This design comes from an exercise in tuning for small area on the open sky130 flow, not from production work.
At most, simulation tests tie the RTL to the original design; equivalence was not proved.
No functional check of the RTL was part of run 7.
Power figures rest on the tool's default switching activity, not on a simulated workload.

===== design/flow/flow/run.sh =====
#!/bin/bash
# The standard layout with an area pass after its standard synthesis:
#  * each port gets the smallest buffer (buf_1);
#  * clock tree synthesis inserts no dummy loads;
#  * the synthesized netlist is improved without touching its registers:
#    fa_polarity.py picks each full adder's polarity (a full adder is
#    self-dual) to drop inverters, and abc re-maps the remaining logic for
#    area (reabc.ys), three times over, keeping the smallest; the result replaces 1_2_yosys.v and the
#    standard flow continues from there. Timing is then repaired by the flow.
set -euo pipefail
export BUFFER_PORTS_ARGS="-buffer_cell sky130_fd_sc_hd__buf_1"
export CTS_ARGS="-sink_clustering_enable -repair_clock_nets -buf_list sky130_fd_sc_hd__clkbuf_8 -dont_use_dummy_load"
R=orfs/results/sky130hd/moving_average_v5/base
L=orfs/logs/sky130hd/moving_average_v5/base
LIB=$FLOW_HOME/platforms/sky130hd/lib/sky130_fd_sc_hd__tt_025C_1v80.lib
bash standard.sh synth > synth.log 2>&1
cp $R/1_2_yosys.v yosys_standard.v
DONTUSE=$(grep -o -- "-dont_use [^ ]*" $L/1_2_yosys.log | sort -u | tr '\n' ' ')
cur=yosys_standard.v
best=""
best_area=""
for i in 1 2 3; do
  python3 flow/fa_polarity.py $cur pol$i.v >> fa_polarity.log 2>&1
  sed -e "s#@LIB@#$LIB#g" -e "s#@IN@#pol$i.v#" -e "s#@OUT@#abc$i.v#" \
      -e "s#@SCRIPT@#flow/amap.script#" -e "s#@TOP@#$FLOW_TOP#" \
      -e "s#@DONTUSE@#$DONTUSE#" flow/reabc.ys > reabc$i.ys
  yosys -l reabc$i.log reabc$i.ys > /dev/null
  area=$(grep "Chip area" reabc$i.log | tail -1 | awk '{print $NF}')
  if [[ -z "$best" ]] || awk "BEGIN{exit !($area < $best_area)}"; then
    best=abc$i.v
    best_area=$area
  fi
  cur=abc$i.v
done
echo "kept $best ($best_area um2)" >> fa_polarity.log
python3 flow/fa_polarity.py $best yosys_final.v >> fa_polarity.log 2>&1
cp yosys_final.v $R/1_2_yosys.v
rm -f $R/1_synth.odb
bash standard.sh > standard.log 2>&1

===== design/flow/flow/amap.script =====
strash
dch -f
map
strash
dch -f
map

===== design/flow/flow/fa_polarity.py =====
#!/usr/bin/env python3
"""Remove inverters around full adders by choosing each full adder's polarity.

A full adder is self-dual: FA(~a, ~b, ~c) gives ~SUM and ~COUT. Synthesis
often maps adder chains with every input inverted; this picks, for each
sky130 fa cell, whether to use it as is or with all pins complemented, so
that the fewest inverters are needed, and rewrites the netlist. Buffers and
inverters are dissolved and one inverter is put back per net that needs its
complement. The logic function and every register are unchanged.

usage: fa_polarity.py in.v out.v
"""
import math
import random
import re
import sys

OUT_PINS = {'X', 'Y', 'Q', 'Q_N', 'SUM', 'COUT', 'HI', 'LO', 'GCLK'}
INV_RE = re.compile(r'^sky130_fd_sc_hd__(inv|clkinv)_\d+$')
BUF_RE = re.compile(r'^sky130_fd_sc_hd__(buf|clkbuf)_\d+$')
FA_RE = re.compile(r'^sky130_fd_sc_hd__fa_\d+$')
CONST = {"1'h0": "1'h1", "1'h1": "1'h0", "1'b0": "1'b1", "1'b1": "1'b0"}

src = open(sys.argv[1]).read()
cell_re = re.compile(r'^(\s*)(sky130_fd_sc_hd__\w+)\s+(\S+)\s*\((.*?)\);\n', re.S | re.M)
pin_re = re.compile(r'\.(\w+)\(([^()]*)\)')

cells = []
for m in cell_re.finditer(src):
    pins = [(p, n.strip()) for p, n in pin_re.findall(m.group(4))]
    cells.append({'type': m.group(2), 'name': m.group(3), 'pins': pins,
                  'span': m.span()})

# output ports (their nets keep their drivers)
hdr = src[:src.index(');')]
out_ports = set()
for m in re.finditer(r'^\s*output\s+(\[(\d+):(\d+)\]\s+)?(\S+?)\s*;', src, re.M):
    if m.group(1):
        hi, lo = int(m.group(2)), int(m.group(3))
        for i in range(min(hi, lo), max(hi, lo) + 1):
            out_ports.add('%s[%d]' % (m.group(4), i))
    else:
        out_ports.add(m.group(4))

driver = {}
for idx, c in enumerate(cells):
    for p, n in c['pins']:
        if p in OUT_PINS:
            driver[n] = (idx, p)

def transparent(c):
    if INV_RE.match(c['type']) or BUF_RE.match(c['type']):
        outn = [n for p, n in c['pins'] if p in OUT_PINS][0]
        return outn not in out_ports
    return False

trans = [transparent(c) for c in cells]
inv_par = [1 if INV_RE.match(c['type']) else 0 for c in cells]

root_cache = {}
def root(n):
    if n in root_cache:
        return root_cache[n]
    par = 0
    cur = n
    seen = 0
    while cur in driver and trans[driver[cur][0]] and seen < 1000:
        idx = driver[cur][0]
        par ^= inv_par[idx]
        cur = [x for p, x in cells[idx]['pins'] if p == 'A'][0]
        seen += 1
    root_cache[n] = (cur, par)
    return root_cache[n]

fa_idx = [i for i, c in enumerate(cells) if FA_RE.match(c['type'])]
fa_var = {i: k for k, i in enumerate(fa_idx)}

# consumers: (cell idx, pin, root, parity)
consumers = []
for idx, c in enumerate(cells):
    if trans[idx]:
        continue
    for p, n in c['pins']:
        if p in OUT_PINS:
            continue
        r, par = root(n)
        consumers.append((idx, p, r, par))
for n in sorted(out_ports):
    if n in driver and trans[driver[n][0]]:
        pass  # cannot happen: such drivers are kept
    r, par = root(n)
    if r != n:
        consumers.append((-1, n, r, par))

roots = sorted(set(x[2] for x in consumers))
root_id = {r: i for i, r in enumerate(roots)}
root_cons = [[] for _ in roots]
for k, (idx, p, r, par) in enumerate(consumers):
    root_cons[root_id[r]].append(k)
root_drv_fa = []
for r in roots:
    d = driver.get(r)
    root_drv_fa.append(fa_var.get(d[0]) if d else None)

fa_roots = [set() for _ in fa_idx]
for k, (idx, p, r, par) in enumerate(consumers):
    if idx in fa_var:
        fa_roots[fa_var[idx]].add(root_id[r])
for ri, v in enumerate(root_drv_fa):
    if v is not None:
        fa_roots[v].add(ri)

flip = [0] * len(fa_idx)

def need(k):
    idx, p, r, par = consumers[k]
    v = fa_var.get(idx)
    return par ^ (flip[v] if v is not None else 0)

def root_cost(ri):
    r = roots[ri]
    if r in CONST:
        return 0
    v = root_drv_fa[ri]
    prov = flip[v] if v is not None else 0
    for k in root_cons[ri]:
        if need(k) != prov:
            return 1
    return 0

def total():
    return sum(root_cost(i) for i in range(len(roots)))

def delta(v):
    rs = fa_roots[v]
    before = sum(root_cost(i) for i in rs)
    flip[v] ^= 1
    after = sum(root_cost(i) for i in rs)
    flip[v] ^= 1
    return after - before

orig_inv = sum(1 for i, c in enumerate(cells) if trans[i] and inv_par[i])
orig_buf = sum(1 for i, c in enumerate(cells) if trans[i] and not inv_par[i])
cost = total()
start = cost
best = cost
best_flip = flip[:]
random.seed(1)
n = len(fa_idx)
if n:
    T = 2.0
    steps = 40000
    for s in range(steps):
        T = 2.0 * (1 - s / steps) + 0.01
        v = random.randrange(n)
        d = delta(v)
        if d <= 0 or random.random() < math.exp(-d / T):
            flip[v] ^= 1
            cost += d
            if cost < best:
                best = cost
                best_flip = flip[:]
    flip = best_flip[:]
    # final greedy descent
    improved = True
    while improved:
        improved = False
        for v in range(n):
            if delta(v) < 0:
                flip[v] ^= 1
                improved = True
    best = total()

sys.stderr.write('fa_polarity: %d full adders, %d flipped; inverters %d -> %d '
                 '(buffers dissolved: %d)\n' % (n, sum(flip), orig_inv, best, orig_buf))

# ---- rewrite ----
inv_net = {}
new_cells = []
ninv = 0
tag = 0
while ('_fapol%d_' % tag) in src:
    tag += 1
prefix = '_fapol%d_' % tag
def inv_of(r):
    global ninv
    if r in CONST:
        return CONST[r]
    if r not in inv_net:
        name = '%sn%d_' % (prefix, ninv)
        inv_net[r] = name
        new_cells.append('  sky130_fd_sc_hd__inv_1 %si%d_ (\n    .A(%s),\n    .Y(%s)\n  );\n'
                         % (prefix, ninv, ref(r), name))
        ninv += 1
    return inv_net[r]

def ref(r):
    return r + ' ' if r.startswith('\\') else r

new_pins = {}
for k, (idx, p, r, par) in enumerate(consumers):
    ri = root_id[r]
    v = root_drv_fa[ri]
    prov = flip[v] if v is not None else 0
    net = ref(r) if need(k) == prov else inv_of(r)
    new_pins[(idx, p)] = net

out = []
pos = 0
extra_assign = []
for idx, c in enumerate(cells):
    a, b = c['span']
    out.append(src[pos:a])
    pos = b
    if trans[idx]:
        continue
    lines = []
    for p, nn in c['pins']:
        if p in OUT_PINS:
            lines.append('    .%s(%s)' % (p, ref(nn) if not nn.startswith('\\') else nn + ' '))
        else:
            lines.append('    .%s(%s)' % (p, new_pins[(idx, p)]))
    out.append('  %s %s (\n%s\n  );\n' % (c['type'], c['name'], ',\n'.join(lines)))
out.append(src[pos:])
text = ''.join(out)
# output ports fed through a dissolved buffer/inverter chain
for k, (idx, p, r, par) in enumerate(consumers):
    if idx == -1:
        extra_assign.append('  assign %s = %s;\n' % (p, new_pins[(idx, p)]))
decl = ''.join('  wire %s;\n' % n for n in inv_net.values())
ins = text.index('  sky130_fd_sc_hd__')
text = text[:ins] + decl + ''.join(new_cells) + ''.join(extra_assign) + text[ins:]
open(sys.argv[2], 'w').write(text)

===== design/flow/flow/reabc.ys =====
# Re-map the logic between registers and adder cells for area.
# Registers, full and half adders and tie cells stay as they are (black boxes);
# every other cell is read as its liberty function and mapped again by abc.
read_liberty -overwrite -ignore_miss_func @LIB@
blackbox sky130_fd_sc_hd__fa_* sky130_fd_sc_hd__ha_* sky130_fd_sc_hd__df* sky130_fd_sc_hd__edf* sky130_fd_sc_hd__sdf* sky130_fd_sc_hd__dl* sky130_fd_sc_hd__conb_*
read_verilog @IN@
hierarchy -check -top @TOP@
flatten
rename -hide w:*.*
opt_clean -purge
abc -script @SCRIPT@ -liberty @LIB@ @DONTUSE@
splitnets
opt_clean -purge
write_verilog -noattr -nohex -nodec -selected @OUT@.tmp.v
design -reset
read_liberty -lib @LIB@
read_verilog @OUT@.tmp.v
hierarchy -check -top @TOP@
hilomap -singleton -hicell sky130_fd_sc_hd__conb_1 HI -locell sky130_fd_sc_hd__conb_1 LO
opt_clean -purge
check -assert -mapped
stat -liberty @LIB@
write_verilog -noattr -nohex -nodec @OUT@

===== design/flow/standard.sh =====
#!/bin/bash
# synth_recipe.tcl (not shown) runs the flow's synth.tcl, then flattens the netlist and writes it again
# the make line also repeats each setting of config.mk as NAME=value (left out here)
make -C /OpenROAD-flow-scripts/flow DESIGN_CONFIG=/design/flow/config.mk WORK_HOME=/design/flow/orfs CLKGATE_MAP_FILE= SYNTH_SCRIPT=/design/flow/synth_recipe.tcl "${@:-finish}"

===== design/flow/config.mk =====
export PLATFORM = sky130hd
export DESIGN_NAME = moving_average_v5
export DESIGN_NICKNAME = moving_average_v5
export VERILOG_FILES = /design/flow/design.v
export SDC_FILE = /design/flow/constraint.sdc
export NUM_CORES = 4
export LEC_CHECK = 0
export ABC_AREA = 1
export CAP_MARGIN = 20
export CORE_MARGIN = 2
export CORE_UTILIZATION = 60
export CTS_BUF_LIST = sky130_fd_sc_hd__clkbuf_8
export SLEW_MARGIN = 20

===== design/flow/constraint.sdc =====
create_clock -name core_clock -period 6.0 [get_ports {clk}]
set_input_delay 1.2000 -clock core_clock [delete_from_list [all_inputs] [get_ports {clk}]]
set_output_delay 1.2000 -clock core_clock [all_outputs]
set_load 0.01 [all_outputs]

===== design/flow/design.v =====
`timescale 1ns / 1ps
module ma5_add #(parameter W = 16, parameter F = 6, parameter B = 5) (
    input  wire [W-1:0] a,
    input  wire [W-1:0] b,
    input  wire         cin,
    output reg  [W-1:0] s
);
    reg [W-1:0] s0;
    reg c, bc, pa;
    integer i, k;
    always @* begin
        c = cin;
        for (i = 0; i < F; i = i + 1) begin
            s[i] = a[i] ^ b[i] ^ c;
            c = (a[i] & b[i]) | (a[i] & c) | (b[i] & c);
        end
        bc = c;
        for (k = F; k < W; k = k + B) begin
            c = 1'b0;
            pa = 1'b1;
            for (i = k; i < k + B && i < W; i = i + 1) begin
                s0[i] = a[i] ^ b[i] ^ c;
                c = (a[i] & b[i]) | (a[i] & c) | (b[i] & c);
                s[i] = s0[i] ^ (bc & pa);
                pa = pa & s0[i];
            end
            bc = c | (bc & pa);
        end
    end
endmodule
module moving_average_v5 (
    input wire clk,
    input wire rst_n,
    input wire enable,
    input wire data_refresh,
    input wire output_refresh_mode,
    input wire signed [15:0] din,
    input wire [2:0] mode,
    output reg signed [15:0] dout,
    output reg output_pulse
);
reg [27:4] acc;
reg [15:0] h0, h1, h2, h3;
reg [3:0] cnt;
reg init_flag;
wire upd  = enable & data_refresh;
wire load = ~init_flag & (cnt == 4'd0);
reg [23:0] x, y;
always @* begin
    if (!upd)
        x = 24'b0;
    else if (init_flag)
        x = {{8{din[15]}}, din};
    else if (load)
        x = {din, 8'b0};
    else
        x = {{4{din[15]}}, din, 4'b0};
    y = (upd & init_flag) ? ~{{8{h3[15]}}, h3} : 24'b0;
end
wire cin_a = upd & init_flag;
wire [23:0] xs = acc ^ x ^ y;
wire [23:0] xc = (acc & x) | (acc & y) | (x & y);
wire [23:0] acc_next;
ma5_add #(.W(24), .F(4), .B(5)) u_acc_add (
    .a(xs), .b({xc[22:0], cin_a}), .cin(1'b0), .s(acc_next)
);
wire m1 = (mode == 3'b001);
wire m2 = (mode == 3'b010);
wire m3 = (mode == 3'b011);
wire [15:0] q = ({16{m1}} & ~h2) | ({16{m2}} & h1) | ({16{m3}} & acc[27:12]);
wire [15:0] t1s = h0 ^ h1 ^ h2;
wire [15:0] t1c = (h0 & h1) | (h0 & h2) | (h1 & h2);
wire [15:0] t1cs = {t1c[14:0], 1'b0};
wire [15:0] t2s = t1s ^ t1cs ^ q;
wire [15:0] t2c = (t1s & t1cs) | (t1s & q) | (t1cs & q);
wire [15:0] w;
ma5_add #(.W(16), .F(4), .B(4)) u_out_add (
    .a(t2s), .b({t2c[14:0], m1}), .cin(1'b0), .s(w)
);
reg [15:0] dnext;
always @* begin
    case (mode)
        3'b001:         dnext = {w[15], w[15:1]};
        3'b010, 3'b011: dnext = {{2{w[15]}}, w[15:2]};
        3'b100, 3'b101: dnext = acc[27:12];
        default:        dnext = din;
    endcase
end
reg pnext;
always @* begin
    case (mode)
        3'b001:  pnext = cnt[0];
        3'b010:  pnext = (cnt[1:0] == 2'b10);
        3'b011:  pnext = (cnt[1:0] == 2'b11);
        3'b100:  pnext = (cnt == 4'b0111);
        3'b101:  pnext = (cnt == 4'b1111);
        default: pnext = 1'b1;
    endcase
end
always @(posedge clk or negedge rst_n) begin
    if (!rst_n) begin
        acc <= 24'b0;
    end else begin
        acc <= acc_next;
    end
end
always @(posedge clk or negedge rst_n) begin
    if (!rst_n) begin
        h0 <= 16'b0; h1 <= 16'b0; h2 <= 16'b0;
        cnt <= 4'b0;
        init_flag <= 1'b0;
        dout <= 16'b0;
        output_pulse <= 1'b0;
    end else if (enable) begin
        if (data_refresh) begin
            h0 <= din; h1 <= h0; h2 <= h1;
            if (!init_flag) begin
                cnt <= cnt + 4'd1;
                if (cnt == 4'd15) init_flag <= 1'b1;
            end
        end
        output_pulse <= data_refresh & (output_refresh_mode | pnext);
        dout <= dnext;
    end
end
always @(posedge clk) begin
    if (enable & data_refresh) h3 <= h2;
end
endmodule

==> impl_metrics.env, run 1 <==
export IMPL_gp_congestion=0.955
export IMPL_dr_pass1_iters=5
export IMPL_fin_crit_ns=5.40
export IMPL_layout_drive_gt1_share=0.0475
export IMPL_synth_fp_nets=837
export IMPL_worstPathRequired_ns=6.26
export IMPL_cts_max_level=3
export IMPL_dp_slack_ns=0.234
export IMPL_ir_drop_v=0.000227
export IMPL_finalPower_w=0.00332
export IMPL_cp_top_family="adder cells"
export IMPL_drtIter0Drc=448
export IMPL_status="finished clean"
export IMPL_grt_pass1_wl_um=31100
export IMPL_post_route_util=0.673
export IMPL_critPathCaptureType="register"
export IMPL_crit_buf_inv=3
export IMPL_max_slew_worst_pin_slew_ns=0.775
export IMPL_holdPathStages=2
export IMPL_grt_usage=0.324
export IMPL_avgViaCountPerCell=6.03
export IMPL_clock_sinks=110
export IMPL_post_route_drc_count=0
export IMPL_fin_area_um2=7780
export IMPL_coreArea_um2=11600
export IMPL_placement_io_buffers=40
export IMPL_dieWidth_um=113
export IMPL_cts_buffer_depth=2
export IMPL_hp_class="reg2reg"
export IMPL_slew_violations=0
export IMPL_path_depth=18
export IMPL_path_clk_slew_ns=0.08
export IMPL_clock_skew_ns=0.0224
export IMPL_setup_tns_ns=0
export IMPL_cts_tree="yes"
export IMPL_antenna_cells=0
export IMPL_holdBufCountCts=0
export IMPL_start_util=0.620
export IMPL_p_per_area_nw_per_um2=426
export IMPL_leakage_nw=3.53
export IMPL_maxCapViolCount=0
export IMPL_grt_ovfl_total=0
export IMPL_die_h_um=113
export IMPL_cts_resized_gates=0
export IMPL_crit_path_max_incr_delay_ns=0.56
export IMPL_wl_um=19100
export IMPL_num_vias=5563
export IMPL_nets=906
export IMPL_max_clock_freq_ghz=0.185
export IMPL_slew_headroom=0.484
export IMPL_grt_pass1_vias=5885
export IMPL_placed_area_um2=7650
export IMPL_wire_per_inst_um=20.7
export IMPL_netlist_instances=712
export IMPL_cp_data_arrival_time_ns=5.66
export IMPL_worst_setup_path_type="in2reg"
export IMPL_postRouteAntennaNets=0
export IMPL_path_max_fanout=10
export IMPL_rsz0062_at_grt="false"
export IMPL_io_pins=41
export IMPL_hpwl_um=14800
export IMPL_fin_ws_ns=0.599
export IMPL_cts_setup_buffers=0
export IMPL_clock_latency_ns=0.39
export IMPL_num_rows=39
export IMPL_r2r_cells=18
export IMPL_cp_slowest_cell="fa_1"
export IMPL_syn_cell_area_um2=7170
export IMPL_antenna_found_initial=0
export IMPL_cts_made_buffers=9
export IMPL_grt_max_degree=82
export IMPL_yosys_warnings=3
export IMPL_post_synth_cell_area_avg_um2=10.1
export IMPL_area_growth_pct=8.41
export IMPL_hold_violations=0
export IMPL_critical_path_startpoint_type="input pin"
export IMPL_crit_chain="buf_1 > nand3_1 > inv_1 > buf_4 > nand2_1 > o221ai_1 > fa_1 > ha_1 > fa_1 > fa_1 > fa_1 > nand2_1 > nor2_1 > a31oi_1 > nand3_1 > nand3_1 > nand3_1 > o2bb2ai_1"
export IMPL_finalCritPeriodShare=0.900
export IMPL_dieArea_um2=12800
export IMPL_finalSetupViolCount=0
export IMPL_cts_root_buffer="clkbuf_8"
==> per-layer routing <==
layer | up-vias | share of wire | track usage
met1 | 2759 | 0.39 | 0.424
met5 | - | 0 | 0
met4 | 0 | 0.037 | 0.131
li1 | 2545 | - | -
met3 | 42 | 0.072 | 0.0728
met2 | 217 | 0.50 | 0.533
==> sequential cells by signal, summed over array words and instances (netlist names) <==
name          cells
cnt               4
h3               16
output_pulse      1
init_flag         1
h2               16
h1               16
acc              24
dout             16
h0               16
==> cell usage in the layout, fill, tap and decap left out, drive strengths merged, types with 15 or more instances in the layout <==
cell	count
nand3	30
a21oi	23
xor2	15
buf	57
edfxtp	16
o22ai	16
nor2	58
ha	20
o221ai	18
fa	81
o21ai	79
dfrtp	94
nand2	117
inv	84
==> metrics by stage <==
step	hold WS, ns	std cells
after floorplan	0.487	712
after CTS	0.501	922
after global placement	0.464	913
after global routing	0.526	922
after detailed placement	0.478	913
final	0.502	922
==> worst min-delay path: stages (launching register included) <==
cell and delay, ns:
dfrtp_1 0.35, nand2_1 0.05, o21ai_0 0.06
==> path summary, 6_finish.rpt <==
kind | start | to | slack [ns]
setup / recovery | mode[1] | dout[14]$_DFFE_PN0P_ | 0.60
max in group asynchronous | rst_n | acc[5]$_DFF_PN0_ | 4.02
min in group asynchronous | rst_n | dout[1]$_DFFE_PN0P_ | 0.85
hold / removal | output_pulse$_DFFE_PN0P_ | output_pulse$_DFFE_PN0P_ | 0.50
setup reg to reg | cnt[0]$_DFFE_PN0P_ | acc[24]$_DFF_PN0_ | 0.90
hold reg to reg | output_pulse$_DFFE_PN0P_ | output_pulse$_DFFE_PN0P_ | 0.50
==> power breakdown <==
group / leakage [nW] / total [W] / switching, W / internal, W
Sequential: 1.28 / 0.00115 / 0.000198 / 0.000955
Combinational: 2.19 / 0.00179 / 0.00103 / 0.000760
Clock: 0.0647 / 0.000369 / 0.000234 / 0.000136
==> final cells by class <==
cell class / instances / area, µm²
multi-input cells: 517 / 4030
fillers: 941 / 3790
flip-flops and latches: 110 / 2830
inverters: 85 / 323
repair buffers: 58 / 289
well taps: 143 / 179
clock buffers: 9 / 124
==> run 2, diff against run 1 <==
==> design/flow/flow/amap.script (replaced) <==
strash
dch -f
map
--- a/design/flow/config.mk
+++ b/design/flow/config.mk
@@ -8,6 +8,6 @@
 export ABC_AREA = 1
 export CAP_MARGIN = 20
 export CORE_MARGIN = 2
-export CORE_UTILIZATION = 60
+export CORE_UTILIZATION = 70
 export CTS_BUF_LIST = sky130_fd_sc_hd__clkbuf_8
 export SLEW_MARGIN = 20
==> run 2 against run 1 <==
Net effect:
- sequential share of layout area unchanged
- global-route usage up 6.9 points
- fmax down 1.5%
- area after synthesis rose by 0.21%
- design area did not move
- first-iteration DRC count rose by 23%
- critical path depth is 1 higher
- worst setup slack got worse by 0.085 ns
- count of clock-buffer cells in the layout did not move
- die area decreased by 14%
- synthesized cell count grew 0.42%
- sequential power is essentially flat
- largest cell class unchanged
==> impl_metrics.env, run 2 <==
export IMPL_status="finished clean"
export IMPL_netlist_instances=715
export IMPL_grt_busiest_layer="met2"
export IMPL_drtIter0Drc=549
export IMPL_slew_violations=0
export IMPL_finalSetupViolCount=0
export IMPL_clock_skew_ns=0.0155
export IMPL_grt_pass1_wl_um=32400
export IMPL_gp_congestion=0.950
export IMPL_start_util=0.729
export IMPL_cts_setup_buffers=0
export IMPL_clkPwrFrac=0.111
export IMPL_finalCritPeriodShare=0.914
export IMPL_cp_slowest_cell="fa_1"
export IMPL_cts_root_buffer="clkbuf_8"
export IMPL_post_route_drc_count=0
export IMPL_maxCapViolCount=0
export IMPL_num_rows=36
export IMPL_p_per_area_nw_per_um2=435
export IMPL_regMostFlops="acc"
export IMPL_grtUsageMet3=0.0847
export IMPL_placed_area_um2=7650
export IMPL_num_vias=5905
export IMPL_netSwitchingFraction=0.449
export IMPL_postRouteAntennaNets=0
export IMPL_io_pins=41
export IMPL_slew_headroom=0.438
export IMPL_cts_buffer_depth=2
export IMPL_final_cell_mix="nand2_1 (119), dfrtp_1 (94), inv_1 (84)"
export IMPL_fin_crit_ns=5.49
export IMPL_holdBufCountCts=0
export IMPL_leakage_nw=3.64
export IMPL_max_slew_worst_pin_slew_ns=0.842
export IMPL_use_met1=0.507
export IMPL_nets=908
export IMPL_die_h_um=105
export IMPL_yosys_warnings=3
export IMPL_crit_top_cell="fa_1"
export IMPL_antenna_found_initial=0
export IMPL_grt_ovfl_total=0
export IMPL_post_synth_cell_area_avg_um2=10.1
export IMPL_hp_class="reg2reg"
export IMPL_grt_usage=0.393
export IMPL_setup_tns_ns=0
export IMPL_clock_latency_ns=0.41
export IMPL_dieWidth_um=105
export IMPL_clock_sinks=110
export IMPL_layout_drive_gt1_share=0.0563
export IMPL_dr_pass1_iters=6
export IMPL_coreArea_um2=9860
export IMPL_cts_resized_gates=0
export IMPL_path_clk_slew_ns=0.10
export IMPL_syn_cell_area_um2=7190
export IMPL_wl_um=19900
export IMPL_wire_per_inst_um=21.8
export IMPL_power_switching_w=0.00152
export IMPL_antenna_cells=0
export IMPL_grt_pass1_vias=6036
export IMPL_crit_chain="buf_1 > nor2_1 > nand2_1 > o221ai_1 > fa_1 > ha_1 > fa_1 > fa_1 > fa_1 > inv_1 > or2_2 > nand2_1 > nand4_1 > nand2_1 > ha_1 > xnor2_1 > o221ai_1 > a31oi_1 > o21ai_0"
export IMPL_crit_path_max_incr_delay_ns=0.55
export IMPL_critical_path_startpoint_type="input pin"
export IMPL_rsz0062_at_grt="false"
export IMPL_combinationalPowerShare=0.550
export IMPL_cts_tree="yes"
export IMPL_ir_drop_v=0.000287
export IMPL_path_max_fanout=9
export IMPL_largest_reg_flops=24
export IMPL_worstPathRequired_ns=6.30
export IMPL_cts_max_level=3
export IMPL_fin_area_um2=7780
export IMPL_grt_max_degree=65
export IMPL_synth_fp_nets=840
export IMPL_fillers=666
export IMPL_placement_io_buffers=40
export IMPL_area_growth_pct=8.18
export IMPL_critPathCaptureType="register"
export IMPL_hold_violations=0
export IMPL_internal_power_w=0.00187
export IMPL_hpwl_um=15200
export IMPL_use_met2=0.637
export IMPL_max_clock_freq_ghz=0.182
export IMPL_cp_data_arrival_time_ns=5.78
export IMPL_cts_made_buffers=9
export IMPL_power_frac_seq=0.339
export IMPL_worst_setup_path_type="in2reg"
export IMPL_dieArea_um2=11100
export IMPL_avgViaCountPerCell=6.46
export IMPL_final_common_cell="nand2_1"
==> run 2: critical path: cells and delay by family <==
| family | cells | cell delay (ns) |
|---|---|---|
| AO/OA/AOI/OAI | 4 | 0.67 |
| AND/OR/NAND/NOR | 6 | 1.09 |
| buffers and inverters | 2 | 0.28 |
| adder cells (fa/ha/maj) | 6 | 2.37 |
| XOR/XNOR | 1 | 0.15 |
==> run 2: worst paths after layout <==
kind                                     startpoint                   end  slack [ns]  cells past startpoint
worst max-delay path                        mode[2]  dout[12]$_DFFE_PN0P_        0.51                     19
worst min-delay path            dout[0]$_DFFE_PN0P_   dout[0]$_DFFE_PN0P_        0.49                      2
worst max register to register   cnt[0]$_DFFE_PN0P_     acc[24]$_DFF_PN0_        0.86                     18
worst min register to register  dout[0]$_DFFE_PN0P_   dout[0]$_DFFE_PN0P_        0.49                      2
max in group asynchronous                     rst_n      acc[9]$_DFF_PN0_        4.05                      2
min in group asynchronous                     rst_n  dout[14]$_DFFE_PN0P_        0.82                      1
==> run 2: area by class of cell <==
type / instances / area (µm²) / area share
well taps: 133 / 166 / 0.0214
flip-flops and latches: 110 / 2830 / 0.364
clock buffers: 9 / 124 / 0.0159
multi-input cells: 520 / 4050 / 0.521
inverters: 85 / 323 / 0.0415
repair buffers: 57 / 282 / 0.0362
==> run 2: per-layer routing <==
layer  vias up  part of all wire
met5         -                 0
met4         0             0.058
met3        89             0.094
met2       365              0.48
met1      2891              0.36
li1       2560                 -
==> run 2: power by group through the flow <==
| stage | sequential [W] | clock [W] | combinational (W) |
|---|---|---|---|
| global route | 0.00116 | 0.000400 | 0.00211 |
| global placement | 0.00115 | 0 | 0.00172 |
| finish | 0.00115 | 0.000376 | 0.00186 |
| detailed placement | 0.00115 | 0 | 0.00183 |
| floorplan | 0.00110 | 0 | 0.00134 |
| CTS | 0.00114 | 0.000377 | 0.00184 |
==> run 2: per-stage QoR <==
stage | cells | util | total power, W | hold WS [ns] | setup slack [ns]
finish | 914 | 0.788 | 0.00338 | 0.494 | 0.515
global route | 914 | 0.788 | 0.00367 | 0.517 | 0.255
CTS | 914 | 0.788 | 0.00336 | 0.496 | 0.549
detailed placement | 905 | 0.776 | 0.00298 | 0.476 | 0.153
global placement | 905 | 0.776 | 0.00287 | 0.469 | 0.349
floorplan | 715 | - | 0.00244 | 0.487 | 0.225
==> run 3, diff against run 2 <==
==> design/flow/flow/amap.script (replaced) <==
strash
dch -f
map
strash
dch -f
map
==> run 3 against run 2 <==
Net effect:
- count of clock-buffer cells in the layout did not move
- sequential share of layout area rose by 0.070 points
- die area fell by 0.21%
- non-clock buffer count fell by 1
- still clean on timing, DRC and antenna
- wire length rose by 0.59%
- critical endpoint unchanged
- power rose by 0.32%
- worst setup slack improved by 0.086 ns
- final cell count fell by 0.44%
- critical path type unchanged
- clock power fell by 1%
- critical path depth did not move
==> impl_metrics.env, run 3 <==
export IMPL_drtIter0Drc=558
export IMPL_path_max_fanout=7
export IMPL_antenna_found_initial=0
export IMPL_placement_io_buffers=40
export IMPL_post_route_drc_count=0
export IMPL_setup_tns_ns=0
export IMPL_worst_setup_path_type="in2reg"
export IMPL_clock_sinks=110
export IMPL_worstPathRequired_ns=6.30
export IMPL_ir_drop_v=0.000285
export IMPL_hold_violations=0
export IMPL_cp_top_family="adder cells"
export IMPL_gp_congestion=0.935
export IMPL_cts_made_buffers=9
export IMPL_rrSetupSlack_ns=0.66
export IMPL_clock_skew_ns=0.0262
export IMPL_path_depth=19
export IMPL_area_growth_pct=8.20
export IMPL_nets=904
export IMPL_yosys_warnings=3
export IMPL_hp_start="dout[4]$_DFFE_PN0P_"
export IMPL_post_route_util=0.787
export IMPL_regMostFlops="acc"
export IMPL_grt_usage=0.399
export IMPL_start_util=0.727
export IMPL_final_cell_mix="nand2_1 (116), dfrtp_1 (94), inv_1 (84)"
export IMPL_seqCellArea_um2=2830
export IMPL_coreArea_um2=9860
export IMPL_max_clock_freq_ghz=0.185
export IMPL_max_slew_worst_pin_slew_ns=0.776
export IMPL_fin_area_um2=7760
export IMPL_syn_cell_area_um2=7170
export IMPL_maxCapViolCount=0
export IMPL_cts_resized_gates=0
export IMPL_hpwl_um=15500
export IMPL_status="finished clean"
export IMPL_synth_fp_nets=837
export IMPL_crit_top_cell="fa_1"
export IMPL_wl_um=20100
export IMPL_antenna_cells=0
export IMPL_r2r_start="cnt[0]$_DFFE_PN0P_"
export IMPL_grt_max_degree=82
export IMPL_holdPathStages=2
export IMPL_netlist_instances=712
export IMPL_fillers=648
export IMPL_die_h_um=105
export IMPL_leakage_nw=3.53
export IMPL_layout_drive_gt1_share=0.0450
export IMPL_num_rows=36
export IMPL_grt_pass1_wl_um=33200
export IMPL_crit_chain="buf_1 > nand3_1 > inv_1 > nand2_1 > o221ai_1 > fa_1 > ha_1 > fa_1 > fa_1 > fa_1 > inv_1 > o21ai_0 > nand4_1 > nand2_1 > ha_1 > xnor2_1 > o221ai_1 > o21ai_0 > o21ai_0"
export IMPL_slew_violations=0
export IMPL_cp_data_arrival_time_ns=5.70
export IMPL_io_pins=41
export IMPL_critical_path_startpoint_type="input pin"
export IMPL_holdBufCountCts=0
export IMPL_wire_per_inst_um=22.0
export IMPL_multi_input_area_um2=4030
export IMPL_r2r_cells=19
export IMPL_hp_class="reg2reg"
export IMPL_grt_ovfl_total=0
export IMPL_fin_crit_ns=5.40
export IMPL_clock_latency_ns=0.41
export IMPL_critPathCaptureType="register"
export IMPL_p_per_area_nw_per_um2=437
export IMPL_largest_reg_flops=24
export IMPL_avgViaCountPerCell=6.54
export IMPL_finalSetupViolCount=0
export IMPL_cts_max_level=3
export IMPL_slew_headroom=0.483
export IMPL_cts_root_buffer="clkbuf_8"
export IMPL_cts_tree="yes"
export IMPL_cts_setup_buffers=0
export IMPL_cp_slowest_cell="fa_1"
export IMPL_dieArea_um2=11100
export IMPL_final_common_cell="nand2_1"
export IMPL_cts_buffer_depth=2
export IMPL_crit_buf_inv=3
export IMPL_post_synth_cell_area_avg_um2=10.1
export IMPL_dr_pass1_iters=6
export IMPL_rsz0062_at_grt="false"
export IMPL_crit_path_max_incr_delay_ns=0.55
export IMPL_whs_endpoint="dout[4]$_DFFE_PN0P_"
export IMPL_r2r_end="acc[26]$_DFF_PN0_"
export IMPL_path_clk_slew_ns=0.10
export IMPL_placed_area_um2=7640
export IMPL_num_vias=5953
export IMPL_postRouteAntennaNets=0
export IMPL_grt_pass1_vias=6391
export IMPL_finalCritPeriodShare=0.900
export IMPL_dieWidth_um=105
## run 3: report_power, final
group          switching, W  internal, W  leakage [nW]  total, W
clock network      0.000236     0.000135        0.0647  0.000372
registers          0.000200     0.000955          1.28   0.00116
logic               0.00109     0.000778          2.19   0.00187
## run 3: per-stage QoR
step,worst slack [ns],total power [W],instances,hold slack [ns]
global route,0.291,0.00366,910,0.536
CTS,0.647,0.00338,910,0.498
finish,0.601,0.00339,910,0.497
floorplan,0.0181,0.00241,712,0.487
detailed placement,0.259,0.00299,901,0.477
global placement,0.378,0.00288,901,0.467
## run 3: cell type report
type	instances	area share
Multi-Input combinational cell	517	0.519
Clock buffer	9	0.0160
Tap cell	133	0.0214
Timing Repair Buffer	56	0.0369
Sequential cell	110	0.365
Inverter	85	0.0416
## run 3: worst min-delay path, stage by stage (launching register included)
cell and delay [ns]:
dfrtp_1 0.36, nand2_1 0.05, o21ai_0 0.06
## run 3: worst max path at each step
stage	startpoint	to	slack [ns]
finish	mode[1]	dout[12]$_DFFE_PN0P_	0.60
global route	mode[1]	dout[11]$_DFFE_PN0P_	0.29
CTS	mode[1]	dout[12]$_DFFE_PN0P_	0.65
detailed placement	mode[1]	dout[12]$_DFFE_PN0P_	0.26
global placement	mode[1]	dout[13]$_DFFE_PN0P_	0.38
floorplan	data_refresh	acc[24]$_DFF_PN0_	0.02
## run 3: metal layers
| metal | GRT usage | up-vias | share of wire |
|---|---|---|---|
| met1 | 0.502 | 2951 | 0.36 |
| met2 | 0.645 | 365 | 0.49 |
| met4 | 0.198 | 0 | 0.053 |
| met5 | 0 | - | 0 |
| li1 | - | 2539 | - |
| met3 | 0.103 | 98 | 0.095 |
==> run 4, diff against run 3 <==
==> design/flow/flow/amap.script (replaced) <==
strash
dc2
dch -f
map
--- a/design/flow/config.mk
+++ b/design/flow/config.mk
@@ -8,6 +8,6 @@
 export ABC_AREA = 1
 export CAP_MARGIN = 20
 export CORE_MARGIN = 2
-export CORE_UTILIZATION = 70
+export CORE_UTILIZATION = 60
 export CTS_BUF_LIST = sky130_fd_sc_hd__clkbuf_8
 export SLEW_MARGIN = 20
==> run 4 against run 3 <==
Net effect:
- area after synthesis fell by 0.33%
- combinational power is essentially flat
- still clean
- power up 0.11%
- sequential share of layout area shrank 0.57 points
- via count down 3.9%
- highest routed layer unchanged
==> impl_metrics.env, run 4 <==
export IMPL_endpoint="acc[26]$_DFF_PN0_"
export IMPL_maxCapViolCount=0
export IMPL_clock_skew_ns=0.0191
export IMPL_p_per_area_nw_per_um2=431
export IMPL_hp_class="reg2reg"
export IMPL_synth_fp_nets=823
export IMPL_hpwl_um=15700
export IMPL_cts_root_buffer="clkbuf_8"
export IMPL_wl_um=20100
export IMPL_crit_chain="buf_1 > clkinvlp_4 > nor2_4 > inv_1 > nor2_4 > inv_2 > a221oi_2 > fa_1 > fa_2 > fa_2 > fa_2 > fa_1 > inv_1 > o31ai_2 > nand4_1 > o21bai_1 > nand4_1 > o21bai_4 > nand3_1 > nor2_1 > nor2_1"
export IMPL_antenna_cells=0
export IMPL_fin_crit_ns=5.77
export IMPL_crit_path_max_incr_delay_ns=0.51
export IMPL_grt_pass1_vias=6020
export IMPL_setup_tns_ns=0
export IMPL_post_route_drc_count=0
export IMPL_worst_setup_path_type="in2reg"
export IMPL_seqCellArea_um2=2830
export IMPL_worstPathRequired_ns=6.29
export IMPL_hold_ws_ns=0.492
export IMPL_largest_reg_flops=24
export IMPL_slew_violations=0
export IMPL_r2r_start="init_flag$_DFFE_PN0N_"
export IMPL_cp_slowest_cell="fa_1"
export IMPL_max_clock_freq_ghz=0.173
export IMPL_clock_latency_ns=0.40
export IMPL_max_slew_worst_pin_slew_ns=0.823
export IMPL_antenna_found_initial=0
export IMPL_rrSetupSlack_ns=0.37
export IMPL_dp_slack_ns=-0.175
export IMPL_dieWidth_um=113
export IMPL_clock_sinks=110
export IMPL_io_pins=41
export IMPL_r2r_cells=21
export IMPL_post_route_util=0.685
export IMPL_cts_max_level=3
export IMPL_grt_ovfl_total=0
export IMPL_wire_per_inst_um=22.0
export IMPL_rsz0062_at_grt="false"
export IMPL_critPathCaptureType="register"
export IMPL_netlist_instances=698
export IMPL_hold_violations=0
export IMPL_status="finished clean"
export IMPL_cp_top_family="adder cells"
export IMPL_leakage_nw=3.56
export IMPL_syn_cell_area_um2=7150
export IMPL_avgViaCountPerCell=6.25
export IMPL_cts_buffer_depth=2
export IMPL_start_util=0.621
export IMPL_coreArea_um2=11500
export IMPL_drtIter0Drc=617
export IMPL_gp_congestion=1.01
export IMPL_finalCritPeriodShare=0.961
export IMPL_critical_path_startpoint_type="input pin"
export IMPL_dr_pass1_iters=16
export IMPL_postRouteAntennaNets=0
export IMPL_num_rows=39
export IMPL_multi_input_area_um2=4060
export IMPL_ir_drop_v=0.000350
export IMPL_cp_data_arrival_time_ns=6.05
export IMPL_finalSetupViolCount=0
export IMPL_placement_io_buffers=40
export IMPL_area_growth_pct=10.3
export IMPL_num_vias=5721
export IMPL_slew_headroom=0.452
export IMPL_dieArea_um2=12800
export IMPL_cts_tree="yes"
export IMPL_layout_drive_gt1_share=0.0802
export IMPL_final_cell_mix="nand2_1 (94), dfrtp_1 (93), inv_1 (85)"
export IMPL_regMostFlops="acc"
export IMPL_path_depth=21
export IMPL_die_h_um=113
export IMPL_path_max_fanout=7
export IMPL_r2r_end="acc[26]$_DFF_PN0_"
export IMPL_post_synth_cell_area_avg_um2=10.2
export IMPL_nets=900
export IMPL_crit_buf_inv=5
export IMPL_cts_setup_buffers=0
export IMPL_grt_pass1_wl_um=32100
export IMPL_grt_max_degree=62
export IMPL_final_common_cell="nand2_1"
export IMPL_grt_usage=0.340
export IMPL_finalPower_w=0.00340
export IMPL_crit_top_cell="fa_2"
export IMPL_yosys_warnings=3
export IMPL_startpoint="enable"
export IMPL_fillers=929
export IMPL_fin_ws_ns=0.233
export IMPL_cts_made_buffers=9
export IMPL_path_clk_slew_ns=0.09
run 4: power by group:
part	internal, W	switching [W]	total (W)
combinational	0.000799	0.00108	0.00188
sequential	0.000957	0.000184	0.00114
clock	0.000136	0.000240	0.000376
total	0.00189	0.00151	0.00340
run 4: worst min path at each step:
stage	start	cells after the start	to	slack, ns
global placement	dout[4]$_DFFE_PN0P_	2	dout[4]$_DFFE_PN0P_	0.47
floorplan	h2[5]$_DFFE_PN0N_	0	h3[5]$_DFFE_PN_	0.49
finish	dout[15]$_DFFE_PN0P_	2	dout[15]$_DFFE_PN0P_	0.49
global route	dout[5]$_DFFE_PN0P_	2	dout[5]$_DFFE_PN0P_	0.55
detailed placement	dout[15]$_DFFE_PN0P_	2	dout[15]$_DFFE_PN0P_	0.47
CTS	dout[15]$_DFFE_PN0P_	2	dout[15]$_DFFE_PN0P_	0.49
run 4: worst reg2reg max path: stages (launching register included):
cell and delay (ns):
dfrtp_2 0.49, inv_1 0.22, nand4_1 0.20, inv_1 0.07, nor2_1 0.24, inv_1 0.20
o22ai_1 0.24, fa_1 0.47, ha_1 0.22, fa_2 0.39, fa_2 0.35, fa_2 0.34
fa_1 0.51, inv_1 0.06, o31ai_2 0.23, nand4_1 0.20, o21bai_1 0.30, nand4_1 0.24
o21bai_4 0.26, nand3_1 0.13, nor2_1 0.11, nor2_1 0.05
run 4: metrics by stage:
stage          std cells  instance area (µm²)
3_3_place_gp         907                 7760
4_1_cts              916                 7880
2_1_floorplan        698                 7210
6_report             916                 7890
5_1_grt              916                 7890
3_5_place_dp         907                 7760
run 4: area by class of cell:
type | count | area share
flip-flops and latches | 110 | 0.359
well taps | 143 | 0.0227
clock buffers | 9 | 0.0157
multi-input cells | 501 | 0.515
inverters | 87 | 0.0419
repair buffers | 66 | 0.0458
run 4: repair_timing:
item | in CTS | in global routing
gates resized for setup | 0 | 2
endpoints found under the setup margin | 0 | 5
hold buffers | 0 | 0
run 4: metal layers:
metal	part of all wire	global-route usage	up-vias	wire length [µm]
met2	0.49	0.554	282	9860
met1	0.39	0.436	2847	7850
met5	0	0	-	0
met4	0.050	0.174	0	1000
li1	-	-	2515	-
met3	0.069	0.0680	77	1390
==> run 5, diff against run 4 <==
==> design/flow/flow/amap.script (replaced) <==
&get -n
&st
&dch -f
&nf -R 1000
&put
--- a/design/flow/config.mk
+++ b/design/flow/config.mk
@@ -10,4 +10,5 @@
 export CORE_MARGIN = 2
 export CORE_UTILIZATION = 60
 export CTS_BUF_LIST = sky130_fd_sc_hd__clkbuf_8
+export GPL_TIMING_DRIVEN = 0
 export SLEW_MARGIN = 20
==> run 5 against run 4 <==
Net effect:
- still clean
- sequential share of layout area rose by 0.55 points
- design area fell by 1.6%
- count of clock-buffer cells in the layout did not move
==> impl_metrics.env, run 5 <==
export IMPL_post_synth_cell_area_avg_um2=10.6
export IMPL_fin_crit_ns=5.75
export IMPL_netlist_instances=658
export IMPL_netSwitchingFraction=0.437
export IMPL_nets=848
export IMPL_syn_cell_area_um2=6980
export IMPL_wl_um=17600
export IMPL_gp_congestion=0.841
export IMPL_path_clk_slew_ns=0.09
export IMPL_power_frac_seq=0.329
export IMPL_crit_chain="buf_1 > inv_2 > nor3_4 > buf_4 > a22oi_1 > o21ai_0 > fa_1 > ha_1 > fa_1 > fa_1 > fa_1 > inv_1 > o21bai_1 > and3_1 > a31o_1 > ha_1 > a222oi_1 > nand2_1 > o21ai_0 > a21oi_1"
export IMPL_grt_usage=0.302
export IMPL_die_h_um=112
export IMPL_crit_path_max_incr_delay_ns=0.58
export IMPL_critPathCaptureType="register"
export IMPL_cts_made_buffers=9
export IMPL_holdBufCountCts=0
export IMPL_cp_data_arrival_time_ns=6.02
export IMPL_setup_tns_ns=0
export IMPL_start_util=0.614
export IMPL_combinationalPowerShare=0.570
export IMPL_finalCritPeriodShare=0.958
export IMPL_dp_slack_ns=-1.40
export IMPL_regMostFlops="acc"
export IMPL_internal_power_w=0.00204
export IMPL_worst_setup_path_type="in2reg"
export IMPL_slew_violations=0
export IMPL_grt_max_degree=38
export IMPL_post_route_drc_count=0
export IMPL_dr_wl_met3_um=1110
export IMPL_leakage_nw=3.30
export IMPL_clkPwrFrac=0.101
export IMPL_maxCapViolCount=0
export IMPL_wire_per_inst_um=20.4
export IMPL_num_rows=39
export IMPL_antenna_found_initial=0
export IMPL_critical_path_startpoint_type="input pin"
export IMPL_status="finished clean"
export IMPL_layout_drive_gt1_share=0.0693
export IMPL_finalSetupViolCount=0
export IMPL_crit_top_cell="fa_1"
export IMPL_path_max_fanout=7
export IMPL_antenna_cells=0
export IMPL_area_growth_pct=11.3
export IMPL_synth_fp_nets=783
export IMPL_hp_class="reg2reg"
export IMPL_rsz0062_at_grt="false"
export IMPL_top_layer="met4"
export IMPL_dr_pass1_iters=5
export IMPL_postRouteAntennaNets=0
export IMPL_max_slew_worst_pin_slew_ns=1.08
export IMPL_p_per_area_nw_per_um2=467
export IMPL_num_vias=5236
export IMPL_avgViaCountPerCell=6.06
export IMPL_worstPathRequired_ns=6.28
export IMPL_fin_ws_ns=0.255
export IMPL_grt_ovfl_total=0
export IMPL_cts_max_level=3
export IMPL_yosys_warnings=3
export IMPL_wl_met1_um=7230
export IMPL_dieWidth_um=112
export IMPL_grt_pass1_wl_um=28800
export IMPL_drtIter0Drc=438
export IMPL_slew_headroom=0.283
export IMPL_dr_wl_met2_um=8860
export IMPL_cts_root_buffer="clkbuf_8"
export IMPL_hold_violations=0
export IMPL_max_clock_freq_ghz=0.174
export IMPL_coreArea_um2=11400
export IMPL_cts_buffer_depth=2
export IMPL_cp_slowest_cell="fa_1"
export IMPL_io_pins=41
export IMPL_hpwl_um=12000
export IMPL_final_cell_mix="nor2_1 (145), dfrtp_1 (94), fa_1 (76)"
export IMPL_placement_io_buffers=40
export IMPL_clock_sinks=110
export IMPL_grt_pass1_vias=5578
export IMPL_ir_drop_v=0.000286
export IMPL_final_common_cell="nor2_1"
export IMPL_dieArea_um2=12500
export IMPL_cts_tree="yes"
export IMPL_largest_reg_flops=24
export IMPL_power_switching_w=0.00159
export IMPL_clock_latency_ns=0.39
export IMPL_clock_skew_ns=0.0154
-- run 5: layout make-up --
cell class	instances	area (µm²)
timing repair buffer	52	343
inverter	29	115
clock buffer	9	124
fill	911	3600
sequential	110	2830
tap	143	179
multi-input combinational	521	4170
-- run 5: power by group through the flow --
stage,logic [W],clock network (W),registers (W)
2_1_floorplan,0.00153,0,0.00116
3_3_place_gp,0.00193,0,0.00120
3_5_place_dp,0.00202,0,0.00120
4_1_cts,0.00205,0.000382,0.00119
5_1_grt,0.00233,0.000404,0.00123
6_report,0.00207,0.000368,0.00119
-- run 5: per-stage QoR --
stage / util / std cells / instance area [µm²] / hold slack, ns / power [W]
global placement: 0.649 / 841 / 7370 / 0.460 / 0.00313
CTS: 0.676 / 859 / 7690 / 0.488 / 0.00363
detailed placement: 0.658 / 846 / 7480 / 0.469 / 0.00322
global route: 0.683 / 864 / 7770 / 0.502 / 0.00396
floorplan: - / 658 / 7040 / 0.483 / 0.00269
finish: 0.683 / 864 / 7770 / 0.484 / 0.00363
-- run 5: repair_timing --
action,4_1_cts,5_1_grt
buffers inserted,2,4
resized for setup,12,8
pin swaps,2,2
gates cloned,2,1
setup endpoints to repair,19,11
-- run 5: worst max-delay path: cells and delay by family --
family / cells / cell delay (ns)
and+or+nand+nor: 3 / 0.43
buffers and inverters: 4 / 0.49
adders and majority gates: 6 / 2.46
AOI/OAI and AO/OA: 7 / 1.41
-- run 5: path summary, 6_finish.rpt --
path	startpoint	to	slack [ns]	cells past startpoint
max	mode[1]	dout[11]$_DFFE_PN0P_	0.25	20
min	dout[2]$_DFFE_PN0P_	dout[2]$_DFFE_PN0P_	0.48	1
max reg2reg	init_flag$_DFFE_PN0N_	acc[27]$_DFF_PN0_	0.51	18
min reg2reg	dout[2]$_DFFE_PN0P_	dout[2]$_DFFE_PN0P_	0.48	1
max in group asynchronous	rst_n	h2[8]$_DFFE_PN0N_	4.65	3
min in group asynchronous	rst_n	h1[0]$_DFFE_PN0N_	0.67	1
-- run 5: layer usage --
layer  up-vias  track usage
li1       2373            -
met1      2662        0.393
met2       172        0.514
met3        29       0.0691
met4         0       0.0864
met5         -            0
==> run 6, diff against run 5 <==
==> design/flow/flow/amap.script (replaced) <==
&get -n
&st
&dch -f
&nf -R 1000 -F 8 -C 32
&put
--- a/design/flow/config.mk
+++ b/design/flow/config.mk
@@ -10,5 +10,4 @@
 export CORE_MARGIN = 2
 export CORE_UTILIZATION = 60
 export CTS_BUF_LIST = sky130_fd_sc_hd__clkbuf_8
-export GPL_TIMING_DRIVEN = 0
 export SLEW_MARGIN = 20
==> run 6 against run 5 <==
Net effect:
- design area is 0.58% higher
- synthesized cell count shrank 1.1%
- sequential cell count stayed put
- count of clock-buffer cells in the layout unchanged
- largest power group unchanged
==> impl_metrics.env, run 6 <==
export IMPL_status="finished clean"
export IMPL_r2r_cells=16
export IMPL_finalSetupViolCount=0
export IMPL_worstPathRequired_ns=6.31
export IMPL_max_clock_freq_ghz=0.176
export IMPL_final_common_cell="nor2_1"
export IMPL_io_pins=41
export IMPL_finalCritPeriodShare=0.948
export IMPL_finalPower_w=0.00360
export IMPL_slew_headroom=0.439
export IMPL_largest_reg_flops=24
export IMPL_syn_cell_area_um2=6930
export IMPL_dieArea_um2=12400
export IMPL_hp_class="reg2reg"
export IMPL_num_vias=5309
export IMPL_grt_pass1_vias=5491
export IMPL_p_per_area_nw_per_um2=460
export IMPL_regMostFlops="acc"
export IMPL_path_clk_slew_ns=0.09
export IMPL_clock_sinks=110
export IMPL_grt_max_degree=66
export IMPL_critical_path_startpoint_type="input pin"
export IMPL_holdBufCountCts=0
export IMPL_final_cell_mix="nor2_1 (148), dfrtp_1 (94), fa_1 (74)"
export IMPL_wl_um=17600
export IMPL_holdPathStages=1
export IMPL_antenna_cells=0
export IMPL_grt_usage=0.311
export IMPL_critPathCaptureType="register"
export IMPL_netlist_instances=651
export IMPL_leakage_nw=3.35
export IMPL_cts_buffer_depth=2
export IMPL_cp_data_arrival_time_ns=6.00
export IMPL_hold_violations=0
export IMPL_dieWidth_um=111
export IMPL_die_h_um=111
export IMPL_worst_setup_path_type="in2reg"
export IMPL_antenna_found_initial=0
export IMPL_hpwl_um=13500
export IMPL_postRouteAntennaNets=0
export IMPL_cts_root_buffer="clkbuf_8"
export IMPL_maxCapViolCount=0
export IMPL_cts_made_buffers=9
export IMPL_rrSetupSlack_ns=0.46
export IMPL_cts_tree="yes"
export IMPL_nets=869
export IMPL_placement_io_buffers=40
export IMPL_gp_congestion=0.896
export IMPL_rsz0062_at_grt="false"
export IMPL_cts_max_level=3
export IMPL_grt_ovfl_total=0
export IMPL_ir_drop_v=0.000326
export IMPL_clock_skew_ns=0.0130
export IMPL_area_growth_pct=12.7
export IMPL_post_synth_cell_area_avg_um2=10.6
export IMPL_yosys_warnings=3
export IMPL_avgViaCountPerCell=6.00
export IMPL_max_slew_worst_pin_slew_ns=0.841
export IMPL_wire_per_inst_um=19.9
export IMPL_slew_violations=0
export IMPL_dr_pass1_iters=6
export IMPL_synth_fp_nets=776
export IMPL_post_route_drc_count=0
export IMPL_cts_resized_gates=0
export IMPL_start_util=0.610
export IMPL_path_max_fanout=8
export IMPL_clock_latency_ns=0.39
export IMPL_grt_pass1_wl_um=29600
export IMPL_fin_crit_ns=5.69
export IMPL_layout_drive_gt1_share=0.101
export IMPL_coreArea_um2=11400
export IMPL_cts_setup_buffers=0
export IMPL_num_rows=39
export IMPL_drtIter0Drc=388
export IMPL_hold_ws_ns=0.513
## run 6: cell type report
class | instances | area [µm²]
Inverter | 25 | 100
Sequential cell | 110 | 2830
Multi-Input combinational cell | 516 | 4100
Fill cell | 907 | 3560
Clock buffer | 9 | 124
Tap cell | 143 | 179
Timing Repair Buffer | 82 | 474
## run 6: critical path, cell delays in order
cell        delay, ns
buf_1            0.19
nand2_8          0.09
clkinvlp_4       0.13
nand2_4          0.11
nor2_1           0.17
fa_1             0.44
ha_2             0.21
fa_2             0.35
fa_2             0.37
fa_2             0.37
fa_1             0.54
a31o_1           0.20
and3_4           0.20
and3_4           0.19
a21oi_2          0.07
or3_4            0.36
o31ai_4          0.27
nand3_2          0.14
nor3_2           0.25
xnor2_1          0.14
## run 6: path summary, 6_finish.rpt
check | startpoint | end
hold / removal | dout[9]$_DFFE_PN0P_ | dout[9]$_DFFE_PN0P_
setup reg to reg | init_flag$_DFFE_PN0N_ | acc[27]$_DFF_PN0_
min in group asynchronous | rst_n | h2[0]$_DFFE_PN0N_
max in group asynchronous | rst_n | dout[10]$_DFFE_PN0P_
hold reg to reg | dout[9]$_DFFE_PN0P_ | dout[9]$_DFFE_PN0P_
setup / recovery | data_refresh | acc[27]$_DFF_PN0_
## run 6: power breakdown
group / total (W) / switching [W] / internal (W)
registers: 0.00120 / 0.000228 / 0.000972
logic: 0.00203 / 0.00109 / 0.000939
clock network: 0.000372 / 0.000236 / 0.000136
## run 6: layer usage
layer	global-route usage	up-vias	share of wire
met5	0	-	0
met4	0.110	0	0.029
met3	0.0544	35	0.054
met2	0.523	177	0.52
met1	0.415	2699	0.40
li1	-	2398	-
## run 6: through the flow
stage | std cells | setup WS, ns | area [µm²] | util | TNS, ns
floorplan | 651 | -0.689 | 7040 | - | -3.53
global placement | 876 | -0.0766 | 7680 | 0.676 | -0.154
detailed placement | 876 | -0.0896 | 7680 | 0.676 | -0.202
CTS | 885 | 0.311 | 7810 | 0.687 | 0
global route | 885 | 0.0536 | 7810 | 0.687 | 0
finish | 885 | 0.311 | 7810 | 0.687 | 0
==> run 7, diff against run 6 <==
--- a/design/flow/design.v
+++ b/design/flow/design.v
@@ -44,7 +44,8 @@
 reg [3:0] cnt;
 reg init_flag;
 wire upd  = enable & data_refresh;
-wire load = ~init_flag & (cnt == 4'd0);
+reg seen;              
+wire load = ~seen;
 reg [23:0] x, y;
 always @* begin
     if (!upd)
@@ -109,11 +110,13 @@
         h0 <= 16'b0; h1 <= 16'b0; h2 <= 16'b0;
         cnt <= 4'b0;
         init_flag <= 1'b0;
+        seen <= 1'b0;
         dout <= 16'b0;
         output_pulse <= 1'b0;
     end else if (enable) begin
         if (data_refresh) begin
             h0 <= din; h1 <= h0; h2 <= h1;
+            seen <= 1'b1;
             if (!init_flag) begin
                 cnt <= cnt + 4'd1;
                 if (cnt == 4'd15) init_flag <= 1'b1;
==> design/flow/flow/amap.script (replaced) <==
&get -n
&st
&dch -f
&nf -R 1000
&put
==> run 7 against run 6 <==
Net effect:
- still clean
- clock power about the same
- power fell by 2.4%
- design area down 1.8%
- clock skew rose by 0.013 ns
- final cell count fell by 3.4%
- wire length increased by 1.6%
- utilization decreased by 1.2 points
- first-iteration DRC count up 4.9%
- hold slack worse by 0.010 ns
- via count shrank 3.4%
- largest cell class unchanged
- largest power group unchanged
==> impl_metrics.env, run 7 <==
export IMPL_cts_made_buffers=9
export IMPL_critPathCaptureType="register"
export IMPL_whs_endpoint="dout[4]$_DFFE_PN0P_"
export IMPL_nets=838
export IMPL_avgViaCountPerCell=6.00
export IMPL_die_h_um=112
export IMPL_holdPathStages=1
export IMPL_fin_crit_ns=5.66
export IMPL_syn_cell_area_um2=6960
export IMPL_setup_tns_ns=0
export IMPL_r2r_start="h0[4]$_DFFE_PN0N_"
export IMPL_slew_violations=0
export IMPL_dr_pass1_iters=6
export IMPL_seqCellArea_um2=2860
export IMPL_ir_drop_v=0.000265
export IMPL_cts_max_level=3
export IMPL_cts_resized_gates=0
export IMPL_grt_pass1_vias=5344
export IMPL_worstPathRequired_ns=6.28
export IMPL_dieWidth_um=112
export IMPL_r2r_end="dout[12]$_DFFE_PN0P_"
export IMPL_cts_root_buffer="clkbuf_8"
export IMPL_post_route_drc_count=0
export IMPL_final_cell_mix="nor2_1 (162), dfrtp_1 (95), fa_1 (71)"
export IMPL_hold_violations=0
export IMPL_hpwl_um=13800
export IMPL_clock_sinks=111
export IMPL_dieArea_um2=12500
export IMPL_start_util=0.612
export IMPL_rsz0062_at_grt="false"
export IMPL_max_clock_freq_ghz=0.177
export IMPL_multi_input_area_um2=4110
export IMPL_status="finished clean"
export IMPL_antenna_found_initial=0
export IMPL_holdBufCountCts=0
export IMPL_p_per_area_nw_per_um2=457
export IMPL_cts_setup_buffers=0
export IMPL_path_max_fanout=10
export IMPL_r2r_cells=16
export IMPL_path_clk_slew_ns=0.11
export IMPL_leakage_nw=3.35
export IMPL_grt_ovfl_total=0
export IMPL_cts_tree="yes"
export IMPL_fillers=910
export IMPL_regMostFlops="acc"
export IMPL_synth_fp_nets=766
export IMPL_area_growth_pct=10.2
export IMPL_yosys_warnings=3
export IMPL_wl_um=17900
export IMPL_wire_per_inst_um=20.9
export IMPL_clock_skew_ns=0.0262
export IMPL_grt_usage=0.312
export IMPL_placed_area_um2=7550
export IMPL_num_vias=5127
export IMPL_clock_latency_ns=0.40
export IMPL_grt_pass1_wl_um=29500
export IMPL_io_pins=41
export IMPL_post_synth_cell_area_avg_um2=10.8
export IMPL_cts_buffer_depth=2
export IMPL_fin_area_um2=7670
export IMPL_hold_ws_ns=0.503
export IMPL_dp_cells=846
export IMPL_layout_drive_gt1_share=0.0815
export IMPL_rrSetupSlack_ns=1.02
export IMPL_worst_setup_path_type="in2reg"
export IMPL_placement_io_buffers=40
export IMPL_critical_path_startpoint_type="input pin"
export IMPL_slew_headroom=0.302
export IMPL_largest_reg_flops=24
export IMPL_gp_congestion=0.920
export IMPL_postRouteAntennaNets=0
export IMPL_coreArea_um2=11400
export IMPL_final_cells=855
export IMPL_hp_start="dout[4]$_DFFE_PN0P_"
export IMPL_final_common_cell="nor2_1"
export IMPL_hp_class="reg2reg"
export IMPL_max_slew_worst_pin_slew_ns=1.05
export IMPL_finalSetupViolCount=0
export IMPL_drtIter0Drc=407
export IMPL_finalCritPeriodShare=0.944
export IMPL_maxCapViolCount=0
export IMPL_netlist_instances=642
export IMPL_antenna_cells=0
export IMPL_grt_max_degree=52
export IMPL_num_rows=39
export IMPL_cp_data_arrival_time_ns=5.94
run 7: worst max-delay path by stage:
stage,start,cells past startpoint,slack (ns),to
final,mode[2],19,0.34,dout[12]$_DFFE_PN0P_
after global routing,mode[1],20,0.11,dout[14]$_DFFE_PN0P_
after CTS,mode[2],19,0.38,dout[12]$_DFFE_PN0P_
after detailed placement,mode[2],19,-0.06,dout[12]$_DFFE_PN0P_
after global placement,mode[2],19,0.07,dout[12]$_DFFE_PN0P_
after floorplan,enable,19,-0.14,acc[24]$_DFF_PN0_
run 7: where the power goes:
group / leakage (nW) / internal, W / switching [W]
Clock: 0.0647 / 0.000136 / 0.000235
Sequential: 1.24 / 0.000981 / 0.000243
Combinational: 2.05 / 0.000872 / 0.00104
Total: 3.35 / 0.00199 / 0.00152
run 7: stage by stage:
stage	total power [W]	utilization	setup slack, ns
floorplan	0.00260	-	-0.140
global placement	0.00306	0.664	0.0735
detailed placement	0.00314	0.664	-0.0644
CTS	0.00352	0.675	0.378
global route	0.00381	0.675	0.106
finish	0.00351	0.675	0.338
run 7: cell type report:
type                       count  area share
clock buffer                   9      0.0161
timing repair buffer          61      0.0406
inverter                      23      0.0122
sequential                   111       0.372
tap                          143      0.0233
multi-input combinational    508       0.535
run 7: critical path, stage by stage:
cell and delay, ns:
buf_1 0.10, inv_1 0.09, and3_1 0.25, buf_4 0.21, a221o_1 0.33, fa_1 0.50
fa_1 0.41, fa_1 0.46, fa_1 0.48, nand4_1 0.17, o21bai_1 0.10, and3_1 0.20
and3_1 0.19, or2_0 0.27, ha_1 0.22, xor2_1 0.18, a221o_1 0.33, a31oi_1 0.14
o22ai_1 0.10
run 7: per-layer routing:
metal  vias up  part of all wire  GRT usage
met5         -                 0          0
met4         0             0.019     0.0807
met3        23             0.053     0.0523
met2       162              0.53      0.535
met1      2611              0.40      0.418
li1       2331                 -          -
==> run 8, diff against run 7 <==
--- a/design/flow/design.v
+++ b/design/flow/design.v
@@ -44,8 +44,7 @@
 reg [3:0] cnt;
 reg init_flag;
 wire upd  = enable & data_refresh;
-reg seen;              
-wire load = ~seen;
+wire load = ~init_flag & (cnt == 4'd0);
 reg [23:0] x, y;
 always @* begin
     if (!upd)
@@ -110,13 +109,11 @@
         h0 <= 16'b0; h1 <= 16'b0; h2 <= 16'b0;
         cnt <= 4'b0;
         init_flag <= 1'b0;
-        seen <= 1'b0;
         dout <= 16'b0;
         output_pulse <= 1'b0;
     end else if (enable) begin
         if (data_refresh) begin
             h0 <= din; h1 <= h0; h2 <= h1;
-            seen <= 1'b1;
             if (!init_flag) begin
                 cnt <= cnt + 4'd1;
                 if (cnt == 4'd15) init_flag <= 1'b1;
--- a/design/flow/config.mk
+++ b/design/flow/config.mk
@@ -8,6 +8,7 @@
 export ABC_AREA = 1
 export CAP_MARGIN = 20
 export CORE_MARGIN = 2
-export CORE_UTILIZATION = 60
+export CORE_UTILIZATION = 75
 export CTS_BUF_LIST = sky130_fd_sc_hd__clkbuf_8
+export PLACE_DENSITY = 0.85
 export SLEW_MARGIN = 20
==> run 8 against run 7 <==
Net effect:
- still clean
- wire length is 3.1% higher
- critical path depth stayed put
- clock power is 2% lower
- hold slack worse by 0.019 ns
- non-clock buffer count is 1 higher
- area after synthesis is 0.22% higher
- utilization is 16 points higher
- worst setup slack better by 0.0031 ns
- final cell count is 1.8% lower
- critical endpoint is now dout[15]$_DFFE_PN0P_
- highest routed layer unchanged
==> impl_metrics.env, run 8 <==
export IMPL_critPathCaptureType="register"
export IMPL_synth_fp_nets=783
export IMPL_grt_ovfl_total=0
export IMPL_cts_resized_gates=0
export IMPL_yosys_warnings=3
export IMPL_post_synth_cell_area_avg_um2=10.6
export IMPL_antenna_found_initial=0
export IMPL_antenna_cells=0
export IMPL_dieWidth_um=100
export IMPL_wire_per_inst_um=22.0
export IMPL_placement_io_buffers=40
export IMPL_maxCapViolCount=0
export IMPL_finalCritPeriodShare=0.943
export IMPL_fin_ws_ns=0.341
export IMPL_slew_headroom=0.316
export IMPL_critical_path_startpoint_type="input pin"
export IMPL_nets=856
export IMPL_wl_um=18400
export IMPL_status="finished clean"
export IMPL_regMostFlops="acc"
export IMPL_dr_pass1_iters=6
export IMPL_rsz0062_at_grt="false"
export IMPL_ir_drop_v=0.000308
export IMPL_io_pins=41
export IMPL_syn_cell_area_um2=6980
export IMPL_grt_max_degree=65
export IMPL_final_cells=840
export IMPL_die_h_um=100
export IMPL_num_vias=5493
export IMPL_crit_chain="buf_1 > inv_1 > and3_1 > a22oi_1 > o21ai_0 > fa_1 > ha_1 > fa_1 > fa_1 > fa_1 > inv_1 > o21bai_1 > and3_1 > a31o_1 > and4_1 > xnor2_1 > o21ai_0 > a21oi_1 > o22ai_1"
export IMPL_dp_cells=831
export IMPL_clock_sinks=110
export IMPL_hp_class="reg2reg"
export IMPL_largest_reg_flops=24
export IMPL_p_per_area_nw_per_um2=483
export IMPL_cts_made_buffers=9
export IMPL_crit_buf_inv=3
export IMPL_num_rows=35
export IMPL_slew_violations=0
export IMPL_netlist_instances=658
export IMPL_post_route_drc_count=0
export IMPL_dieArea_um2=10100
export IMPL_clock_skew_ns=0.0253
export IMPL_hpwl_um=14000
export IMPL_path_clk_slew_ns=0.10
export IMPL_worstPathRequired_ns=6.26
export IMPL_crit_path_max_incr_delay_ns=0.59
export IMPL_cts_buffer_depth=2
export IMPL_cts_max_level=3
==> run 8: power by group <==
| part | internal [W] | switching (W) |
|---|---|---|
| Clock | 0.000135 | 0.000229 |
| Sequential | 0.000976 | 0.000233 |
| Combinational | 0.000931 | 0.00118 |
==> run 8: path summary, 6_finish.rpt <==
kind	startpoint	to	cells after the start
min in group asynchronous	rst_n	dout[2]$_DFFE_PN0P_	1
min	dout[3]$_DFFE_PN0P_	dout[3]$_DFFE_PN0P_	1
max in group asynchronous	rst_n	acc[9]$_DFF_PN0_	2
max	mode[2]	dout[15]$_DFFE_PN0P_	19
max reg2reg	cnt[0]$_DFFE_PN0P_	acc[27]$_DFF_PN0_	18
min reg2reg	dout[3]$_DFFE_PN0P_	dout[3]$_DFFE_PN0P_	1
==> run 8: per-layer routing <==
| metal | wire length (µm) | track usage |
|---|---|---|
| met1 | 6400 | 0.504 |
| met2 | 9420 | 0.666 |
| met3 | 1630 | 0.0985 |
| met4 | 992 | 0.207 |
| met5 | 0 | 0 |
==> run 8: worst reg2reg max path, stage by stage (launching register included) <==
cell and delay [ns]:
dfrtp_1 0.43, inv_1 0.15, ha_1 0.18, and2_0 0.57
o21ai_0 0.14, o21ai_0 0.30, fa_1 0.45, ha_1 0.22
fa_1 0.38, fa_1 0.39, fa_1 0.40, fa_1 0.55
a21oi_2 0.10, nor3_2 0.15, nand2b_1 0.13, o21ai_2 0.22
nand4b_1 0.19, nor2_1 0.18, xnor2_1 0.15
==> run 8: per-stage QoR <==
| stage | power (W) | hold slack (ns) | util | TNS (ns) |
|---|---|---|---|---|
| after CTS | 0.00367 | 0.486 | 0.833 | 0 |
| after global placement | 0.00314 | 0.460 | 0.820 | 0 |
| final | 0.00369 | 0.484 | 0.833 | 0 |
| after floorplan | 0.00269 | 0.483 | - | -1.25 |
| after detailed placement | 0.00330 | 0.465 | 0.820 | -0.00872 |
| after global routing | 0.00399 | 0.498 | 0.833 | 0 |
==> run 8: area by class of cell <==
type,instances,area [µm²]
multi-input cells,519,4100
well taps,111,139
repair buffers,62,319
flip-flops and latches,110,2830
inverters,29,115
fillers,531,1530
clock buffers,9,124

Re-timed with assumed drivers on the ports (clkbuf_16 on the clock, buf_2 on other inputs), run 8 has 0.349 ns of setup slack against 0.341 ns with ideal ports, and -0.061 ns once port delays also move by the mid clock arrival of 0.410 ns.
